This is an optimization exercise on Yosys and OpenROAD, whose aim is small area, not a production implementation.
Only the layout flow was run in this run; the RTL was not checked for function there.
Power figures rest on the tool's default switching activity, not on a simulated workload. The flow treats the clock pin as an ideal source, which a real chip does not have.

===== flow/flow/run.sh =====
#!/bin/bash
# The standard layout (standard.sh) with two changes: the port buffers are
# the two-strength buffer cell (buf_2), and clock tree synthesis puts up to 33 flip-flops
# (within 90 um) on one leaf buffer and adds no dummy loads.
# ORFS writes each step's full log under orfs/logs/; make's output goes to
# standard.log.
set -euo pipefail
export BUFFER_PORTS_ARGS="-buffer_cell sky130_fd_sc_hd__buf_2"
export CTS_ARGS="-sink_clustering_enable -repair_clock_nets -dont_use_dummy_load -sink_clustering_size 33 -sink_clustering_max_diameter 90"
bash standard.sh > standard.log 2>&1

===== flow/standard.sh =====
#!/bin/bash
# synth_recipe.tcl (not shown) runs the flow's synth.tcl, then flattens the netlist and writes it again
# the make line also repeats each setting of config.mk as NAME=value (left out here)
make -C /OpenROAD-flow-scripts/flow DESIGN_CONFIG=/design/flow/config.mk WORK_HOME=/design/flow/orfs CLKGATE_MAP_FILE= SYNTH_SCRIPT=/design/flow/synth_recipe.tcl "${@:-finish}"

===== flow/config.mk =====
export PLATFORM = sky130hd
export DESIGN_NAME = conv
export DESIGN_NICKNAME = conv
export VERILOG_FILES = /design/flow/design.v
export SDC_FILE = /design/flow/constraint.sdc
export NUM_CORES = 4
export LEC_CHECK = 0
export ABC_AREA = 0
export CAP_MARGIN = 0
export CORE_MARGIN = 2
export CORE_UTILIZATION = 40
export CTS_CLUSTER_DIAMETER = 150
export CTS_CLUSTER_SIZE = 25
export GPL_TIMING_DRIVEN = 0
export SLEW_MARGIN = 0
export SYNTH_HIERARCHICAL = 1

===== flow/constraint.sdc =====
create_clock -name core_clock -period 7.5 [get_ports {clk}]
set_input_delay 1.5000 -clock core_clock [delete_from_list [all_inputs] [get_ports {clk}]]
set_output_delay 1.5000 -clock core_clock [all_outputs]
set_load 0.01 [all_outputs]

===== flow/design.v =====
module conv(
  input clk,
  input reset,
  input [15:0] pxl_in,
  output [15:0] pxl_out,
  output [9:0] count,
  output valid
);
  reg [15:0] r00;
  reg p_r00_14_1;
  reg [15:0] r01;
  reg p_r01_13_1;
  reg p_r01_14_1;
  reg [15:0] r02;
  reg p_r02_13_1;
  reg p_r02_14_1;
  reg [15:0] r10;
  reg p_r10_13_1;
  reg p_r10_14_1;
  reg p_r10_14_2;
  reg [15:0] r11;
  reg p_r11_13_1;
  reg p_r11_14_1;
  reg [15:0] r12;
  reg p_r12_13_1;
  reg p_r12_14_1;
  reg [15:0] r20;
  reg [15:0] r21;
  reg [15:0] r22;
  reg [25*16-1:0] line1;
  wire [15:0] line1_o = line1[25*16-1:24*16];
  reg [25*16-1:0] line2;
  wire [15:0] line2_o = line2[25*16-1:24*16];
  wire s1, c2;
  ha us1 (pxl_in[2], pxl_in[0], s1, c2);
  wire s3, c4;
  fa us3 (pxl_in[3], pxl_in[1], c2, s3, c4);
  wire s5, c6;
  fa us5 (pxl_in[4], pxl_in[2], c4, s5, c6);
  wire s7, c8;
  fa us7 (pxl_in[5], pxl_in[3], c6, s7, c8);
  wire s9, c10;
  fa us9 (pxl_in[6], pxl_in[4], c8, s9, c10);
  wire s11, c12;
  fa us11 (pxl_in[7], pxl_in[5], c10, s11, c12);
  wire s13, c14;
  fa us13 (pxl_in[8], pxl_in[6], c12, s13, c14);
  wire s15, c16;
  fa us15 (pxl_in[9], pxl_in[7], c14, s15, c16);
  wire s17, c18;
  fa us17 (pxl_in[10], pxl_in[8], c16, s17, c18);
  wire s19, c20;
  fa us19 (pxl_in[11], pxl_in[9], c18, s19, c20);
  wire s21, c22;
  fa us21 (pxl_in[12], pxl_in[10], c20, s21, c22);
  wire s23, c24;
  fa us23 (pxl_in[13], pxl_in[11], c22, s23, c24);
  wire s25, c26;
  fa us25 (pxl_in[14], pxl_in[12], c24, s25, c26);
  wire x27;
  xo ux27 (pxl_in[15], pxl_in[13], x27);
  wire x28;
  xo ux28 (x27, c26, x28);
  wire s29, c30;
  ha us29 (pxl_in[1], pxl_in[0], s29, c30);
  wire s31, c32;
  fa us31 (pxl_in[2], pxl_in[1], c30, s31, c32);
  wire s33, c34;
  fa us33 (pxl_in[3], s1, c32, s33, c34);
  wire s35, c36;
  fa us35 (pxl_in[4], s3, c34, s35, c36);
  wire s37, c38;
  fa us37 (pxl_in[5], s5, c36, s37, c38);
  wire s39, c40;
  fa us39 (pxl_in[6], s7, c38, s39, c40);
  wire s41, c42;
  fa us41 (pxl_in[7], s9, c40, s41, c42);
  wire s43, c44;
  fa us43 (pxl_in[8], s11, c42, s43, c44);
  wire s45, c46;
  fa us45 (pxl_in[9], s13, c44, s45, c46);
  wire s47, c48;
  fa us47 (pxl_in[10], s15, c46, s47, c48);
  wire s49, c50;
  fa us49 (pxl_in[11], s17, c48, s49, c50);
  wire s51, c52;
  fa us51 (pxl_in[12], s19, c50, s51, c52);
  wire s53, c54;
  fa us53 (pxl_in[13], s21, c52, s53, c54);
  wire s55, c56;
  ha us55 (pxl_in[14], s23, s55, c56);
  wire x57;
  xo ux57 (pxl_in[15], c56, x57);
  wire x58;
  xo ux58 (s25, x57, x58);
  wire s59, c60;
  ha us59 (pxl_in[0], s39, s59, c60);
  wire s61, c62;
  fa us61 (pxl_in[1], c60, s41, s61, c62);
  wire s63, c64;
  fa us63 (pxl_in[2], s43, c62, s63, c64);
  wire s65, c66;
  fa us65 (pxl_in[3], s45, c64, s65, c66);
  wire s67, c68;
  fa us67 (pxl_in[4], s47, c66, s67, c68);
  wire s69, c70;
  fa us69 (pxl_in[5], s49, c68, s69, c70);
  wire s71, c72;
  fa us71 (pxl_in[6], s51, c70, s71, c72);
  wire s73, c74;
  fa us73 (pxl_in[7], s53, c72, s73, c74);
  wire s75, c76;
  fa us75 (pxl_in[8], s55, c54, s75, c76);
  wire x77;
  xo ux77 (pxl_in[9], x58, x77);
  wire x78;
  xo ux78 (c76, x77, x78);
  wire s79, c80;
  ha us79 (r00[0], pxl_in[0], s79, c80);
  wire s81, c82;
  fa us81 (r00[1], pxl_in[1], c80, s81, c82);
  wire s83, c84;
  fa us83 (r00[2], pxl_in[2], c82, s83, c84);
  wire s85, c86;
  fa us85 (r00[3], pxl_in[3], c84, s85, c86);
  wire i87 = ~s85;
  wire s88, c89;
  ha us88 (pxl_in[0], i87, s88, c89);
  wire s90, c91;
  fa us90 (r00[4], pxl_in[4], c86, s90, c91);
  wire i92 = ~s90;
  wire s93, c94;
  fa us93 (s29, c89, i92, s93, c94);
  wire s95, c96;
  fa us95 (r00[5], pxl_in[5], c91, s95, c96);
  wire i97 = ~s95;
  wire s98, c99;
  fa us98 (s31, c94, i97, s98, c99);
  wire s100, c101;
  fa us100 (r00[6], pxl_in[6], c96, s100, c101);
  wire i102 = ~s100;
  wire s103, c104;
  fa us103 (s33, i102, c99, s103, c104);
  wire s105, c106;
  fa us105 (r00[7], pxl_in[7], c101, s105, c106);
  wire i107 = ~s105;
  wire s108, c109;
  fa us108 (s35, i107, c104, s108, c109);
  wire s110, c111;
  fa us110 (r00[8], pxl_in[8], c106, s110, c111);
  wire i112 = ~s110;
  wire s113, c114;
  fa us113 (s37, i112, c109, s113, c114);
  wire s115, c116;
  fa us115 (r00[9], pxl_in[9], c111, s115, c116);
  wire i117 = ~s115;
  wire s118, c119;
  fa us118 (s39, i117, c114, s118, c119);
  wire s120, c121;
  fa us120 (r00[10], pxl_in[10], c116, s120, c121);
  wire i122 = ~s120;
  wire s123, c124;
  fa us123 (s41, i122, c119, s123, c124);
  wire s125, c126;
  fa us125 (r00[11], pxl_in[11], c121, s125, c126);
  wire i127 = ~s125;
  wire s128, c129;
  fa us128 (s43, i127, c124, s128, c129);
  wire s130, c131;
  fa us130 (r00[12], pxl_in[12], c126, s130, c131);
  wire i132 = ~s130;
  wire s133, c134;
  fa us133 (s45, i132, c129, s133, c134);
  wire s135, c136;
  fa us135 (r00[13], pxl_in[13], c131, s135, c136);
  wire i137 = ~s135;
  wire s138, c139;
  ha us138 (s47, i137, s138, c139);
  wire s140, c141;
  fa us140 (r00[14], p_r00_14_1, pxl_in[14], s140, c141);
  wire i142 = ~s49;
  wire s143, c144;
  fa us143 (s140, i142, c136, s143, c144);
  wire x145;
  xo ux145 (r00[15], pxl_in[15], x145);
  wire x146;
  xo ux146 (x145, c141, x146);
  wire x147;
  xo ux147 (x146, s51, x147);
  wire x148;
  xo ux148 (x147, c144, x148);
  wire i149 = ~r01[0];
  wire s150, c151;
  ha us150 (i149, pxl_in[0], s150, c151);
  wire i152 = ~r01[1];
  wire s153, c154;
  fa us153 (i152, pxl_in[1], c151, s153, c154);
  wire i155 = ~r01[2];
  wire s156, c157;
  fa us156 (i155, s1, c154, s156, c157);
  wire s158, c159;
  fa us158 (r01[3], s3, c157, s158, c159);
  wire i160 = ~pxl_in[0];
  wire s161, c162;
  ha us161 (i160, s158, s161, c162);
  wire s163, c164;
  fa us163 (r01[4], s5, c159, s163, c164);
  wire i165 = ~pxl_in[1];
  wire s166, c167;
  fa us166 (i165, c162, s163, s166, c167);
  wire s168, c169;
  fa us168 (r01[5], s7, c164, s168, c169);
  wire i170 = ~s1;
  wire s171, c172;
  fa us171 (i170, c167, s168, s171, c172);
  wire s173, c174;
  fa us173 (r01[6], s9, c169, s173, c174);
  wire i175 = ~s3;
  wire s176, c177;
  fa us176 (i175, s173, c172, s176, c177);
  wire s178, c179;
  fa us178 (r01[7], s11, c174, s178, c179);
  wire i180 = ~s5;
  wire s181, c182;
  fa us181 (i180, s178, c177, s181, c182);
  wire s183, c184;
  fa us183 (r01[8], s13, c179, s183, c184);
  wire i185 = ~s7;
  wire s186, c187;
  fa us186 (i185, s183, c182, s186, c187);
  wire s188, c189;
  fa us188 (r01[9], s15, c184, s188, c189);
  wire i190 = ~s9;
  wire s191, c192;
  fa us191 (i190, s188, c187, s191, c192);
  wire s193, c194;
  fa us193 (r01[10], s17, c189, s193, c194);
  wire i195 = ~s11;
  wire s196, c197;
  fa us196 (i195, s193, c192, s196, c197);
  wire s198, c199;
  fa us198 (r01[11], s19, c194, s198, c199);
  wire i200 = ~s13;
  wire s201, c202;
  fa us201 (i200, s198, c197, s201, c202);
  wire s203, c204;
  fa us203 (r01[12], s21, c199, s203, c204);
  wire i205 = ~s15;
  wire s206, c207;
  fa us206 (i205, s203, c202, s206, c207);
  wire s208, c209;
  fa us208 (r01[13], p_r01_13_1, s23, s208, c209);
  wire i210 = ~s17;
  wire s211, c212;
  fa us211 (i210, c204, s208, s211, c212);
  wire s213, c214;
  fa us213 (p_r01_14_1, s25, c209, s213, c214);
  wire i215 = ~s213;
  wire s216, c217;
  fa us216 (r01[14], s19, i215, s216, c217);
  wire x218;
  xo ux218 (r01[15], s21, x218);
  wire x219;
  xo ux219 (x218, x28, x219);
  wire x220;
  xo ux220 (x219, c214, x220);
  wire x221;
  xo ux221 (x220, c217, x221);
  wire s222, c223;
  ha us222 (r02[13], p_r02_13_1, s222, c223);
  wire i224 = ~r02[14];
  wire s225, c226;
  fa us225 (p_r02_14_1, i224, c223, s225, c226);
  wire x227;
  xo ux227 (r02[15], c226, x227);
  wire s228, c229;
  ha us228 (line1_o[0], pxl_in[0], s228, c229);
  wire s230, c231;
  fa us230 (line1_o[1], c229, s29, s230, c231);
  wire s232, c233;
  fa us232 (line1_o[2], s31, c231, s232, c233);
  wire s234, c235;
  fa us234 (line1_o[3], pxl_in[0], s33, s234, c235);
  wire s236, c237;
  ha us236 (c233, s234, s236, c237);
  wire s238, c239;
  fa us238 (line1_o[4], pxl_in[1], s35, s238, c239);
  wire s240, c241;
  fa us240 (c235, c237, s238, s240, c241);
  wire s242, c243;
  fa us242 (line1_o[5], s1, s37, s242, c243);
  wire s244, c245;
  fa us244 (c239, c241, s242, s244, c245);
  wire s246, c247;
  fa us246 (line1_o[6], s3, s39, s246, c247);
  wire s248, c249;
  fa us248 (c243, s246, c245, s248, c249);
  wire s250, c251;
  fa us250 (line1_o[7], s5, s41, s250, c251);
  wire s252, c253;
  fa us252 (c247, s250, c249, s252, c253);
  wire s254, c255;
  fa us254 (line1_o[8], s7, s43, s254, c255);
  wire s256, c257;
  fa us256 (c251, s254, c253, s256, c257);
  wire s258, c259;
  fa us258 (line1_o[9], s9, s45, s258, c259);
  wire s260, c261;
  fa us260 (c255, s258, c257, s260, c261);
  wire s262, c263;
  fa us262 (line1_o[10], s11, s47, s262, c263);
  wire s264, c265;
  fa us264 (c259, s262, c261, s264, c265);
  wire s266, c267;
  fa us266 (line1_o[11], s13, s49, s266, c267);
  wire s268, c269;
  fa us268 (c263, s266, c265, s268, c269);
  wire s270, c271;
  fa us270 (line1_o[12], s15, s51, s270, c271);
  wire s272, c273;
  fa us272 (c267, s270, c269, s272, c273);
  wire s274, c275;
  fa us274 (line1_o[13], s17, s53, s274, c275);
  wire s276, c277;
  ha us276 (c271, s274, s276, c277);
  wire s278, c279;
  fa us278 (line1_o[14], s19, s55, s278, c279);
  wire s280, c281;
  ha us280 (c54, s278, s280, c281);
  wire x282;
  xo ux282 (line1_o[15], s21, x282);
  wire x283;
  xo ux283 (x282, x58, x283);
  wire x284;
  xo ux284 (c279, x283, x284);
  wire x285;
  xo ux285 (c281, x284, x285);
  wire s286, c287;
  ha us286 (r10[0], i160, s286, c287);
  wire i288 = ~s29;
  wire s289, c290;
  fa us289 (r10[1], c287, i288, s289, c290);
  wire i291 = ~s31;
  wire s292, c293;
  fa us292 (r10[2], i291, c290, s292, c293);
  wire i294 = ~s33;
  wire s295, c296;
  fa us295 (r10[3], i294, c293, s295, c296);
  wire i297 = ~s35;
  wire s298, c299;
  fa us298 (r10[4], i297, c296, s298, c299);
  wire s300, c301;
  fa us300 (r10[5], pxl_in[0], c299, s300, c301);
  wire i302 = ~s37;
  wire s303, c304;
  ha us303 (i302, s300, s303, c304);
  wire s305, c306;
  fa us305 (r10[6], pxl_in[1], c301, s305, c306);
  wire i307 = ~s39;
  wire s308, c309;
  fa us308 (i307, c304, s305, s308, c309);
  wire s310, c311;
  fa us310 (r10[7], pxl_in[2], c306, s310, c311);
  wire i312 = ~s41;
  wire s313, c314;
  fa us313 (i312, c309, s310, s313, c314);
  wire s315, c316;
  fa us315 (r10[8], pxl_in[3], c311, s315, c316);
  wire i317 = ~s43;
  wire s318, c319;
  fa us318 (i317, s315, c314, s318, c319);
  wire s320, c321;
  fa us320 (r10[9], pxl_in[4], c316, s320, c321);
  wire i322 = ~s45;
  wire s323, c324;
  fa us323 (i322, s320, c319, s323, c324);
  wire s325, c326;
  fa us325 (r10[10], pxl_in[5], c321, s325, c326);
  wire i327 = ~s47;
  wire s328, c329;
  fa us328 (i327, s325, c324, s328, c329);
  wire s330, c331;
  fa us330 (r10[11], pxl_in[6], c326, s330, c331);
  wire s332, c333;
  fa us332 (i142, s330, c329, s332, c333);
  wire s334, c335;
  fa us334 (r10[12], pxl_in[7], c331, s334, c335);
  wire i336 = ~s51;
  wire s337, c338;
  fa us337 (i336, s334, c333, s337, c338);
  wire s339, c340;
  fa us339 (r10[13], p_r10_13_1, pxl_in[8], s339, c340);
  wire i341 = ~s53;
  wire s342, c343;
  fa us342 (s339, i341, c335, s342, c343);
  wire s344, c345;
  fa us344 (r10[14], p_r10_14_1, p_r10_14_2, s344, c345);
  wire s346, c347;
  fa us346 (s344, pxl_in[9], c340, s346, c347);
  wire i348 = ~s346;
  wire s349, c350;
  fa us349 (i348, s55, c54, s349, c350);
  wire x351;
  xo ux351 (r10[15], c345, x351);
  wire x352;
  xo ux352 (x351, pxl_in[10], x352);
  wire x353;
  xo ux353 (x352, c347, x353);
  wire x354;
  xo ux354 (x353, x58, x354);
  wire x355;
  xo ux355 (c350, x354, x355);
  wire s356, c357;
  ha us356 (r11[0], i160, s356, c357);
  wire s358, c359;
  fa us358 (r11[1], c357, i288, s358, c359);
  wire s360, c361;
  fa us360 (r11[2], i291, c359, s360, c361);
  wire s362, c363;
  fa us362 (r11[3], pxl_in[0], c361, s362, c363);
  wire s364, c365;
  ha us364 (i294, s362, s364, c365);
  wire s366, c367;
  fa us366 (r11[4], pxl_in[1], c363, s366, c367);
  wire s368, c369;
  fa us368 (i297, c365, s366, s368, c369);
  wire s370, c371;
  fa us370 (r11[5], s1, c367, s370, c371);
  wire s372, c373;
  fa us372 (i302, c369, s370, s372, c373);
  wire s374, c375;
  fa us374 (r11[6], s3, c371, s374, c375);
  wire s376, c377;
  fa us376 (i307, s374, c373, s376, c377);
  wire s378, c379;
  fa us378 (r11[7], s5, c375, s378, c379);
  wire s380, c381;
  fa us380 (i312, s378, c377, s380, c381);
  wire s382, c383;
  fa us382 (r11[8], s7, c379, s382, c383);
  wire s384, c385;
  fa us384 (i317, s382, c381, s384, c385);
  wire s386, c387;
  fa us386 (r11[9], s9, c383, s386, c387);
  wire s388, c389;
  fa us388 (i322, s386, c385, s388, c389);
  wire s390, c391;
  fa us390 (r11[10], s11, c387, s390, c391);
  wire s392, c393;
  fa us392 (i327, s390, c389, s392, c393);
  wire s394, c395;
  fa us394 (r11[11], s13, c391, s394, c395);
  wire s396, c397;
  fa us396 (i142, s394, c393, s396, c397);
  wire s398, c399;
  fa us398 (r11[12], s15, c395, s398, c399);
  wire s400, c401;
  fa us400 (i336, s398, c397, s400, c401);
  wire s402, c403;
  fa us402 (r11[13], p_r11_13_1, s17, s402, c403);
  wire s404, c405;
  fa us404 (s402, i341, c399, s404, c405);
  wire s406, c407;
  fa us406 (p_r11_14_1, s19, c403, s406, c407);
  wire s408, c409;
  fa us408 (r11[14], s55, c54, s408, c409);
  wire i410 = ~s408;
  wire s411, c412;
  ha us411 (s406, i410, s411, c412);
  wire x413;
  xo ux413 (r11[15], s21, x413);
  wire x414;
  xo ux414 (c407, x413, x414);
  wire x415;
  xo ux415 (x414, x58, x415);
  wire x416;
  xo ux416 (c409, x415, x416);
  wire x417;
  xo ux417 (x416, c412, x417);
  wire s418, c419;
  ha us418 (r12[13], p_r12_13_1, s418, c419);
  wire s420, c421;
  fa us420 (r12[14], p_r12_14_1, c419, s420, c421);
  wire x422;
  xo ux422 (r12[15], c421, x422);
  wire s423, c424;
  ha us423 (line2_o[3], i160, s423, c424);
  wire s425, c426;
  fa us425 (line2_o[4], i165, c424, s425, c426);
  wire s427, c428;
  fa us427 (line2_o[5], i170, c426, s427, c428);
  wire s429, c430;
  fa us429 (line2_o[6], i175, c428, s429, c430);
  wire s431, c432;
  fa us431 (line2_o[7], i180, c430, s431, c432);
  wire s433, c434;
  fa us433 (line2_o[8], i185, c432, s433, c434);
  wire s435, c436;
  fa us435 (line2_o[9], i190, c434, s435, c436);
  wire s437, c438;
  fa us437 (line2_o[10], i195, c436, s437, c438);
  wire s439, c440;
  fa us439 (line2_o[11], i200, c438, s439, c440);
  wire s441, c442;
  fa us441 (line2_o[12], i205, c440, s441, c442);
  wire s443, c444;
  fa us443 (line2_o[13], i210, c442, s443, c444);
  wire i445 = ~s19;
  wire s446, c447;
  fa us446 (line2_o[14], i445, c444, s446, c447);
  wire x448;
  xo ux448 (line2_o[15], s21, x448);
  wire x449;
  xo ux449 (x448, c447, x449);
  wire s450, c451;
  ha us450 (r20[0], pxl_in[0], s450, c451);
  wire s452, c453;
  fa us452 (r20[1], pxl_in[1], c451, s452, c453);
  wire s454, c455;
  fa us454 (r20[2], pxl_in[2], c453, s454, c455);
  wire s456, c457;
  fa us456 (r20[3], pxl_in[3], pxl_in[0], s456, c457);
  wire s458, c459;
  ha us458 (s456, c455, s458, c459);
  wire s460, c461;
  fa us460 (r20[4], pxl_in[4], s29, s460, c461);
  wire s462, c463;
  fa us462 (c457, s460, c459, s462, c463);
  wire s464, c465;
  fa us464 (r20[5], pxl_in[5], s31, s464, c465);
  wire s466, c467;
  fa us466 (c461, s464, c463, s466, c467);
  wire s468, c469;
  fa us468 (r20[6], pxl_in[6], c465, s468, c469);
  wire s470, c471;
  fa us470 (s33, s468, c467, s470, c471);
  wire s472, c473;
  fa us472 (r20[7], pxl_in[7], c469, s472, c473);
  wire s474, c475;
  fa us474 (s35, s472, c471, s474, c475);
  wire s476, c477;
  fa us476 (r20[8], pxl_in[8], c473, s476, c477);
  wire s478, c479;
  fa us478 (s37, s476, c475, s478, c479);
  wire s480, c481;
  fa us480 (r20[9], pxl_in[9], c477, s480, c481);
  wire s482, c483;
  fa us482 (s39, s480, c479, s482, c483);
  wire s484, c485;
  fa us484 (r20[10], pxl_in[10], s41, s484, c485);
  wire s486, c487;
  fa us486 (c481, s484, c483, s486, c487);
  wire s488, c489;
  fa us488 (r20[11], pxl_in[11], s43, s488, c489);
  wire s490, c491;
  fa us490 (c485, s488, c487, s490, c491);
  wire s492, c493;
  fa us492 (r20[12], pxl_in[12], s45, s492, c493);
  wire s494, c495;
  fa us494 (c489, s492, c491, s494, c495);
  wire s496, c497;
  fa us496 (r20[13], pxl_in[13], s47, s496, c497);
  wire s498, c499;
  fa us498 (c493, s496, c495, s498, c499);
  wire s500, c501;
  fa us500 (r20[14], pxl_in[14], s49, s500, c501);
  wire s502, c503;
  fa us502 (c497, s500, c499, s502, c503);
  wire x504;
  xo ux504 (r20[15], pxl_in[15], x504);
  wire x505;
  xo ux505 (x504, s51, x505);
  wire x506;
  xo ux506 (c501, x505, x506);
  wire x507;
  xo ux507 (x506, c503, x507);
  wire s508, c509;
  ha us508 (r21[1], i160, s508, c509);
  wire s510, c511;
  fa us510 (r21[2], c509, i288, s510, c511);
  wire s512, c513;
  fa us512 (r21[3], i291, c511, s512, c513);
  wire s514, c515;
  fa us514 (r21[4], i294, c513, s514, c515);
  wire s516, c517;
  fa us516 (r21[5], i297, c515, s516, c517);
  wire s518, c519;
  fa us518 (r21[6], i302, c517, s518, c519);
  wire s520, c521;
  fa us520 (r21[7], i307, c519, s520, c521);
  wire s522, c523;
  fa us522 (r21[8], i312, c521, s522, c523);
  wire s524, c525;
  fa us524 (r21[9], i317, c523, s524, c525);
  wire s526, c527;
  fa us526 (r21[10], i322, c525, s526, c527);
  wire s528, c529;
  fa us528 (r21[11], i327, c527, s528, c529);
  wire s530, c531;
  fa us530 (r21[12], i142, c529, s530, c531);
  wire s532, c533;
  fa us532 (r21[13], i336, c531, s532, c533);
  wire s534, c535;
  fa us534 (r21[14], i341, c533, s534, c535);
  wire x536;
  xo ux536 (r21[15], s55, x536);
  wire x537;
  xo ux537 (c54, x536, x537);
  wire x538;
  xo ux538 (x537, c535, x538);
  assign pxl_out[0] = ~r22[0];
  wire c541;
  ha us540 (r22[1], r22[0], pxl_out[1], c541);
  wire c543;
  xn us542 (r22[2], c541, pxl_out[2]);
  o2 uc543 (r22[2], c541, c543);
  wire c545;
  ha us544 (r22[3], c543, pxl_out[3], c545);
  wire c547;
  xn us546 (r22[4], c545, pxl_out[4]);
  o2 uc547 (r22[4], c545, c547);
  wire c549;
  ha us548 (r22[5], c547, pxl_out[5], c549);
  wire c551;
  ha us550 (r22[6], c549, pxl_out[6], c551);
  wire c553;
  ha us552 (r22[7], c551, pxl_out[7], c553);
  wire c555;
  ha us554 (r22[8], c553, pxl_out[8], c555);
  wire c557;
  ha us556 (r22[9], c555, pxl_out[9], c557);
  wire c559;
  ha us558 (r22[10], c557, pxl_out[10], c559);
  wire c561;
  ha us560 (r22[11], c559, pxl_out[11], c561);
  wire c563;
  ha us562 (r22[12], c561, pxl_out[12], c563);
  wire c565;
  ha us564 (r22[13], c563, pxl_out[13], c565);
  wire c567;
  xn us566 (r22[14], c565, pxl_out[14]);
  o2 uc567 (r22[14], c565, c567);
  xo ux568 (r22[15], c567, pxl_out[15]);
  wire [15:0] line1_i = {x227, s225, s222, r02[12], r02[11], r02[10], r02[9], r02[8], r02[7], r02[6], r02[5], r02[4], r02[3], r02[2], r02[1], r02[0]};
  wire [15:0] line2_i = {x422, s420, s418, r12[12], r12[11], r12[10], r12[9], r12[8], r12[7], r12[6], r12[5], r12[4], r12[3], r12[2], r12[1], r12[0]};
  always @(posedge clk) begin
    r00 <= {x78, s75, s73, s71, s69, s67, s65, s63, s61, s59, s37, s35, s33, s31, s29, pxl_in[0]};
    p_r00_14_1 <= c74;
    r01 <= {x148, s143, s138, s133, s128, s123, s118, s113, s108, s103, s98, s93, s88, s83, s81, s79};
    p_r01_13_1 <= c134;
    p_r01_14_1 <= c139;
    r02 <= {x221, s216, s211, s206, s201, s196, s191, s186, s181, s176, s171, s166, s161, s156, s153, s150};
    p_r02_13_1 <= c207;
    p_r02_14_1 <= c212;
    r10 <= {x285, s280, s276, s272, s268, s264, s260, s256, s252, s248, s244, s240, s236, s232, s230, s228};
    p_r10_13_1 <= c273;
    p_r10_14_1 <= c275;
    p_r10_14_2 <= c277;
    r11 <= {x355, s349, s342, s337, s332, s328, s323, s318, s313, s308, s303, s298, s295, s292, s289, s286};
    p_r11_13_1 <= c338;
    p_r11_14_1 <= c343;
    r12 <= {x417, s411, s404, s400, s396, s392, s388, s384, s380, s376, s372, s368, s364, s360, s358, s356};
    p_r12_13_1 <= c401;
    p_r12_14_1 <= c405;
    r20 <= {x449, s446, s443, s441, s439, s437, s435, s433, s431, s429, s427, s425, s423, line2_o[2], line2_o[1], line2_o[0]};
    r21 <= {x507, s502, s498, s494, s490, s486, s482, s478, s474, s470, s466, s462, s458, s454, s452, s450};
    r22 <= {x538, s534, s532, s530, s528, s526, s524, s522, s520, s518, s516, s514, s512, s510, s508, r21[0]};
    line1 <= {line1[24*16-1:0], line1_i};
    line2 <= {line2[24*16-1:0], line2_i};
  end
  reg [9:0] counter;
  wire [10:0] cy;
  wire [9:0] cn;
  assign cy[0] = 1'b1;
  genvar gi;
  generate for (gi = 0; gi < 10; gi = gi + 1) begin : inc
    assign cn[gi] = counter[gi] ^ cy[gi];
    assign cy[gi+1] = counter[gi] & cy[gi];
  end endgenerate
  always @(posedge clk) begin
    if (reset) counter <= 10'd0;
    else counter <= cn;
  end
  assign count = counter;
  wire [7:0] ce = counter[9:2];
  wire [1:0] w1 = ce[0] + ce[3] + ce[6];
  wire [1:0] w2 = ce[1] + ce[4] + ce[7];
  wire [1:0] w4 = ce[2] + ce[5];
  wire [4:0] vs7 = w1 + {w2, 1'b0} + {w4, 2'b0};
  wire m0 = (vs7 == 5'd0) | (vs7 == 5'd7) | (vs7 == 5'd14);
  wire ge = (|ce[7:4]) | (&ce[3:0]);
  wire le = (ce <= 8'd196);
  assign valid = ge & le & ~(counter[1] & m0);
endmodule
module fa(input a, input b, input c, output s, output co);
  assign s = a ^ b ^ c;
  assign co = (a & b) | (c & (a ^ b));
endmodule
module ha(input a, input b, output s, output co);
  assign s = a ^ b;
  assign co = a & b;
endmodule
module xo(input a, input b, output s);
  assign s = a ^ b;
endmodule
module xn(input a, input b, output s);
  assign s = ~(a ^ b);
endmodule
module o2(input a, input b, output s);
  assign s = a | b;
endmodule

==> run notes <==
[cells in the final DEF (no fill, tap or decap), drive strengths merged]
master	Yosys	layout
a21o	1	1
a211oi	1	1
or3	1	1
nand4	1	1
nand2	2	2
inv	49	49
dfxtp	966	966
nor2b	9	9
xor2	41	41
xnor2	4	4
ha	46	46
o21ai	1	1
buf	0	44
nand4b	1	1
nand3b	2	2
fa	206	206
nor3	1	1
o311a	2	2
and2	1	1
and4b	1	1
nand3	2	2
nor4	1	1
or2	3	3
clkbuf	0	37
nor2	3	3
[layer usage]
metal | track usage (%) | vias up | part of all wire, %
met4 | 3.06 | 0 | 1.8
met2 | 15.9 | 88 | 44
met3 | 1.98 | 39 | 3.4
met5 | 0 | - | 0
li1 | - | 4237 | -
met1 | 15.5 | 4368 | 51
[power breakdown]
group / switching (mW) / leakage (nW) / internal [mW]
logic: 1.46 / 2.64 / 1.31
clock network: 1.38 / 0.456 / 0.896
registers: 0.749 / 8.15 / 7.86
[Yosys stat by module (local to each module, per instance)]
| module | times used | cell area [µm²] |
|---|---|---|
| o2 | 3 | 6.26 |
| xo | 40 | 8.76 |
| conv | 1 | 19900 |
| ha | 35 | 12.5 |
| xn | 3 | 8.76 |
| fa | 204 | 20.0 |
[timing repair]
item,in CTS,in global routing
endpoints found under the setup margin,4,12
gates resized for setup,5,15
endpoints found under the hold margin,0,0
pin swaps,0,1
[logic make-up (layout without fill, tap and decap cells)]
logic type	count (synthesis)	after routing	share of synthesized area, %
AO/OA/AOI/OAI	5	5	0.181
XOR/XNOR	45	45	1.59
adder cells (fa/ha/maj)	252	252	18.9
buffers and inverters	49	130	0.741
flip-flops	966	966	77.9
AND/OR/NAND/NOR	28	28	0.690
[through the flow]
stage / hold WS, ns / power (mW) / setup WS (ns) / util, %
after floorplan: 0.310 / 10.4 / 0.00564 / -
after global placement: 0.312 / 11.6 / -0.728 / 42.4
after detailed placement: 0.312 / 11.6 / -0.770 / 42.4
after CTS: 0.299 / 14.0 / 0.0120 / 43.9
after global routing: 0.298 / 14.8 / 0.0180 / 44.0
final: 0.299 / 13.6 / 0.219 / 44.0
[how the worst min path moves through the flow]
stage	from	end	slack, ns	cells past startpoint
after floorplan	r02[0]	line1[0]	0.31	0
after global placement	line1[148]	line1[164]	0.31	0
after detailed placement	line1[104]	line1[120]	0.31	0
after CTS	line2[221]	line2[237]	0.30	0
after global routing	line2[221]	line2[237]	0.30	0
final	line2[269]	line2[285]	0.30	0
[layout make-up]
type	count	area share, %
flip-flops and latches	966	71.4
inverters	49	0.679
clock buffers	37	3.42
repair buffers	44	0.855
multi-input cells	330	19.8
well taps	837	3.87
==> results.yml <==
yosys:
  synth_edf_count: 0
  synth_cell_type_count: 23
  synth_top_area_share_pct: 77.9
  synth_ff_type: "dfxtp_1"
  synth_common_cells: "dfxtp_1 (966), fa_1 (206), inv_1 (49)"
  synth-seq-area-share_pct: 77.9
  yosysMostFrequentCell: "dfxtp_1"
  yosys-top-cells-area: "dfxtp_1 (78%), fa_1 (17%), ha_1 (2.3%)"
  syn_nets: 1615
  syn_area_um2: 24800
  postSynthCellCount: 1345
  synth_largest_area_cell: "dfxtp_1"
  avgSynthCellArea_um2: 18.5
  ys_warn_count: 7
  synthArstFlopShare_pct: 0
  synth-seq-cells: 966
floorplan:
  row_count: 91
  dieArea_um2: 64100
  initial_core_util_pct: 40.3
  coreArea_um2: 61600
  die_w_um: 253
  io_pins: 45
  die_h_um: 253
worst_setup_path:
  cp-start-kind: "input port"
  reg2reg_to: "r01[15]"
  r2r_cells: 16
  critPathArrivalTime_ns: 7.75
  r2r_slack_ns: 1.24
  crit_type: "input port to flip-flop"
  cp.depth: 16
  required_ns: 7.97
  path_max_fanout: 7
  crit_buf_inv: 2
  crit_family: "adder cells"
  cp-startpoint: "pxl_in[2]"
  crit_slowest_cell: "fa_1"
  endpoint: "r22[15]"
  rr_startpoint: "r00[0]"
  cp_common_cell: "fa_1"
  crit_path_cell_trace: "buf_4, ha_1, fa_1, fa_1, fa_1, fa_1, fa_1, inv_1, fa_1, fa_1, fa_1, fa_1, fa_1, fa_1, fa_1, xor2_1"
  endpoint_kind: "flip-flop"
  max_stage_delay_ns: 0.84
clock_network:
  cts_buffers: 37
  cts_tree: "built"
  cts.sinks: 966
  clockBufferDepth: 3
  cts_setup_buffers: 0
  clk_pin_slew_ns: 0.11
  htree_levels: 2
  root_buffer: "clkbuf_16"
  clk_latency_ns: 0.58
  ctsHoldBuffers: 0
placement:
  place_inst: 2226
  dpl-instance-area_um2: 26100
  hpwl_um: 20600
  portBuffers: 44
  globalplace.congestion: 0.755
sta:
  max_slew_margin_pct: 63.1
  tightest_slew_ns: 0.554
  fin_crit_sh_pct: 97.1
  clock_skew_ns: 0.0416
  fin_crit_ns: 7.28
  clock.fmax_mhz: 137
  tns_ns: 0
  setup_viol: 0
  rsz0062_at_grt: "no"
  finalHoldViolations: 0
  slew_violations: 0
grt:
  grt_pass1_vias: 9661
  grt_max_degree: 34
  grt_first_pass_wirelength_um: 53100
  overflow: 0
  antenna_found_initial: 0
  grt.total_usage_pct: 10.5
detailed_routing:
  drc: 0
  via_per_inst: 3.86
  drt_iter0_drc: 332
  vias: 8732
  final_antenna_net_count: 0
  routed_wl_um: 30800
  first_pass_iters: 4
  post_drt_wl_per_cell_um: 13.6
finish:
  final_area_um2: 27100
  n_antenna_cell: 0
  ff_latch_area_um2: 19300
  area_growth_pct: 9.08
  final_cells: 2263
  fill_cells: 5364
  drive_gt1_share_pct: 6.87
  finalNetCount: 1698
  multi_input_area_um2: 5360
  top_regs: "line1 x400, line2 x400"
run:
  drv_cap: 0
pwr:
  vdd.ir_drop.worst_v: 0.000308
  p_leak_nw: 11.2
  powerDensity_nw_per_um2: 504
outcome:
  outcome: "no timing/DRC/antenna violations"
hold_path:
  hold_path_class: "flip-flop to flip-flop"

## separate check: timing with driven ports
The flow's constraints put no driver on any port. The routed layout listed below was extracted and timed again, unchanged, in two steps.
Step 1 assumes that a clkbuf_16 drives the clock port and a buf_2 every other input.
Step 2 adds t to the input delays and takes it off the output delays; t is the mean of the earliest and latest rising clock arrival at the registers after step 1. Input paths then give back, and output paths get back, about the clock's delay inside the block.
a / b / c = ideal / step 1 / step 2; a / b = the first two.
t, ns: 0.609
setup WS [ns]: 0.219 / 0.242 / -0.368
hold WS [ns]: 0.299 / 0.299 / 0.299
worst register clock-pin slew, ns: 0.12 / 0.12
worst data-port slew with drivers (ns): 0.05
Met with ideal ports but missed after step 2: setup timing in this run. For this run, drivers alone change the setup slack by +0.023 ns; drivers and shift together by -0.587 ns.
